This design comes from an exercise in tuning for small area on the open sky130 flow, not from production work.
Only simulation tests tie the RTL to the original design; equivalence was not proved.
No activity file was given, so power comes from the tool's default toggle rates.

## run D
==> flow/design.v (excerpt) <==
module inv_kin(x, y, theta1, theta2, clock, rst);
  input  [31:0] x, y;
  output [31:0] theta1, theta2;
  input  clock;
  input  rst;
  localparam FA = 8;                        
  localparam [33:0] K265  = 34'd265 << 15;  
  localparam [33:0] K11   = 34'd11 << 15;
  localparam [33:0] MAGIC = 34'd4067204 << 8;    
  localparam [33:0] KAC1  = 34'd13177048;   
  localparam [33:0] KAC2  = 34'd13176792;   
  localparam [7:0] T_X2   = 8'd1;     
  localparam [7:0] T_SX   = 8'd17;
  localparam [7:0] T_Y2   = 8'd18;    
  localparam [7:0] T_SUM  = 8'd34;
  localparam [7:0] T_SUBK = 8'd35;
  localparam [7:0] T_ABSM = 8'd36;
  localparam [7:0] T_MG   = 8'd37;    
  localparam [7:0] T_E1   = 8'd48;    
  localparam [7:0] T_AC   = 8'd63;
  localparam [7:0] T_E2   = 8'd64;    
  localparam [7:0] T_S12  = 8'd84;    
  localparam [7:0] T_PX   = 8'd87;    
  localparam [7:0] T_E3   = 8'd103;   
  localparam [7:0] T_P1   = 8'd123;   
  localparam [7:0] T_PY   = 8'd126;   
  localparam [7:0] T_N    = 8'd142;   
  localparam [7:0] T_DIV  = 8'd144;   
  localparam [7:0] T_E4   = 8'd183;   
  localparam [7:0] T_END  = 8'd198;
  reg [31:0] xd, yd;
  reg [7:0]  t;
  reg [33:0] acc;
  reg [31:0] mq;
  reg        bc;
  reg [30:0] s, py;
  reg [9:0]  ix;
  reg [16:0] th2;
  reg        sgn2, pxs, pys, nsg;
  wire chg = (x != xd) | (y != yd);
  assign theta2 = {15'd0, th2};
  assign theta1 = {nsg, 15'd0, acc[FA+15:FA]};
  wire [30:0] e16 = {acc[13:0], mq[31:15]};
  localparam A_ACC = 3'd0, A_ZERO = 3'd1, A_ACC31 = 3'd2, A_E16 = 3'd3,
             A_TDIV = 3'd4, A_KAC1 = 3'd5, A_KAC2 = 3'd6, A_K11 = 3'd7;
  localparam X_ZERO = 4'd0, X_X = 4'd1, X_Y = 4'd2, X_MAGIC = 4'd3, X_ROM = 4'd4,
  ...
Settings: LEC_CHECK=0, ABC_AREA=1, CAP_MARGIN=20, CORE_MARGIN=2, CORE_UTILIZATION=22, CTS_BUF_LIST=sky130_fd_sc_hd__clkbuf_16, CTS_CLUSTER_DIAMETER=100, CTS_CLUSTER_SIZE=16, SLEW_MARGIN=20, SYNTH_MEMORY_MAX_BITS=131072; clock period 20.0 ns.
standard.sh (not shown) runs the stock make flow with config.mk's settings and CLKGATE_MAP_FILE= SYNTH_SCRIPT=/design/flow/synth_recipe.tcl, a recipe that flattens the netlist after the stock synthesis.
==> flow/flow/run.sh <==
#!/bin/bash
# Own layout flow: the standard flow, except that synthesis maps the logic with an
# area-only ABC script (flow/abc_area.script) and the port buffers are buf_1 cells.
set -euo pipefail
here=$(pwd)
rm -rf scripts_own
cp -r "$FLOW_HOME/scripts" scripts_own
cp flow/abc_area.script scripts_own/abc_area.script
bash standard.sh SCRIPTS_DIR="$here/scripts_own" synth > synth.log 2>&1
bash standard.sh "BUFFER_PORTS_ARGS=-buffer_cell sky130_fd_sc_hd__buf_1" finish > layout.log 2>&1
==> flow/flow/abc_area.script <==
strash
dch -f
amap -F 4 -A 4
strash
dc2
dch -f
amap -F 4 -A 4
strash
dc2
dch -f
amap -F 4 -A 4
strash
dch -f
amap -F 4 -A 4
topo
What run K does differently from run D at the input level:
--- a/flow/design.v
+++ b/flow/design.v
@@ -365,25 +365,25 @@
   reg [9:0]  ix;
   reg [16:0] th2;
   reg        sgn2, pxs, pys, nsg;
   wire chg = (x != xd) | (y != yd);
   assign theta2 = {15'd0, th2};
   assign theta1 = {nsg, 15'd0, acc[FA+15:FA]};
   wire [30:0] e16 = {acc[13:0], mq[31:15]};
   localparam A_ACC = 3'd0, A_ZERO = 3'd1, A_ACC31 = 3'd2, A_E16 = 3'd3,
              A_TDIV = 3'd4, A_KAC1 = 3'd5, A_KAC2 = 3'd6, A_K11 = 3'd7;
   localparam X_ZERO = 4'd0, X_X = 4'd1, X_Y = 4'd2, X_MAGIC = 4'd3, X_ROM = 4'd4,
              X_MQ = 4'd5, X_MQM = 4'd6, X_PY = 4'd7, X_S = 4'd8, X_ACC = 4'd9,
              X_ACCM = 4'd10, X_K265 = 4'd11;
-  localparam C_HOLD = 3'd0, C_SUM = 3'd1, C_BOOTH = 3'd2, C_CLR = 3'd4;
+  localparam C_HOLD = 3'd0, C_SUM = 3'd1, C_BOOTH = 3'd2, C_DIV = 3'd3, C_CLR = 3'd4;
   localparam M_HOLD = 3'd0, M_BOOTH = 3'd1, M_SUM = 3'd2, M_SUM10 = 3'd3, M_ACC = 3'd4, M_SHL = 3'd5;
   reg [2:0] a_sel;
   reg [3:0] x_sel;
   reg       two_c, inv_c;      
   reg       booth;             
   reg       use_r;             
   reg [2:0] acc_op, mq_op;
   reg [1:0] fsel;
   reg [2:0] kc;
   reg       ld_s_acc, ld_py, ld_ix_mg, ld_ix_ac, div_step, ld_th2;
   reg       bc_clr;
   wire in_e1 = (t >= T_E1) && (t < T_E1 + 8'd15);
@@ -496,25 +496,25 @@
         a_sel = A_ACC; x_sel = X_MQM; two_c = 1'b1;
       end
       P_N: begin
         a_sel = A_E16; x_sel = X_PY; inv_c = ~same;
       end
       P_N1: begin
         if (same) begin a_sel = A_ACC31; x_sel = X_ZERO; end
         else if (acc[33]) begin a_sel = A_ZERO; x_sel = X_ACC; inv_c = 1'b1; end
         else begin a_sel = A_ACC; x_sel = X_ZERO; end
         mq_op = M_SUM; acc_op = C_CLR;
       end
       P_DIV: begin
-        a_sel = A_TDIV; x_sel = X_S; inv_c = ~acc[33]; mq_op = M_SHL; div_step = 1'b1;
+        a_sel = A_TDIV; x_sel = X_S; inv_c = 1'b1; acc_op = C_DIV; mq_op = M_SHL; div_step = 1'b1;
       end
       default: ;
     endcase
   end
   wire [33:0] rom_d;
   wire [6:0]  rom_r;
   coef_rom u_rom(.ix(ix), .fsel(fsel), .k(kc), .d(rom_d), .r(rom_r));
   wire [7:0] rr = {1'b0, rom_r};
   reg  [2:0] rw;
   always @(*) begin
     case (epos)
       3'd1: rw = {rr[1:0], 1'b0};
@@ -571,24 +571,25 @@
       assign sum[gi] = av[gi] ^ bvx[gi] ^ cy[gi];
       assign cy[gi+1] = (av[gi] & bvx[gi]) | (cy[gi] & (av[gi] ^ bvx[gi]));
     end
   endgenerate
   wire qbit = ~sum[33] | (s == 31'd0);
   always @(posedge clock) begin
     xd <= x;
     yd <= y;
     if (rst | chg) t <= 8'd0;
     else if (t != T_END) t <= t + 8'd1;
     case (acc_op)
       C_BOOTH: acc <= {{2{sum[33]}}, sum[33:2]};
+      C_DIV:   acc <= qbit ? sum : av;
       C_CLR:   acc <= 34'd0;
       default: acc <= sum;
     endcase
     case (mq_op)
       M_BOOTH: mq <= {sum[1:0], mq[31:2]};
       M_SUM:   mq <= sum[31:0];
       M_SUM10: mq <= {11'd0, sum[30:10]};
       M_ACC:   mq <= acc[31:0];
       M_SHL:   mq <= {mq[30:0], 1'b0};
       default: ;
     endcase
     if (booth & ~use_r) bc <= mq[1];
Results
In the final reports, the cell area of run K is larger than that of run D.
Run comparison: run D highest-delay cell along the critical path sky130_fd_sc_hd__or3_1; run K highest-delay cell along the critical path sky130_fd_sc_hd__fa_1
Against run D, run K comes in 2.6% lower on ratio of total power to cell area.
The lower count of instances resized after the clock tree is built of run K and run D is in run D.
Delta (run K minus run D): utilization after layout has increased; setup slack has decreased.
Fraction of power consumed by the clock network: run K and run D compared, lower one is run D
Run K vs run D on data required time of the worst path: run K is the higher one.
Power, run K and run D: smaller value in run D
Side by side, mean routed wirelength per cell turned out lower in run K than in run D.
For sequential cell area, run K and run D come out practically identical.
Area after detailed placement of run K exceeds that of run D by a few percent.
Compared with run D, run K shows a higher first-pass GRT wire length.

-- what the ideal ports hide --
How much do the figures lean on ideal ports? The routed layouts below were timed once more, with nothing changed but the port constraints.
Step 1, drivers: a clkbuf_16 drives clock and a buf_2 each remaining input, both assumed.
Step 2, shift: input delay + t, output delay - t, t = (earliest + latest rising clock arrival at the registers) / 2. This alone moves slack from input paths to output paths.
a / b / c = ideal ports / drivers / drivers and shift; a / b = the first two.
run	t (ns)	slack for setup (ns)	latest minus earliest clock arrival (ns)	slew at the worst register clock pin (ns)
run D	0.575	1.174 / 1.174 / 1.174	0.013 / 0.014	0.08 / 0.08
run K	0.572	0.635 / 0.635 / 0.635	0.026 / 0.026	0.10 / 0.10
After both steps setup and hold are still met in every run listed.
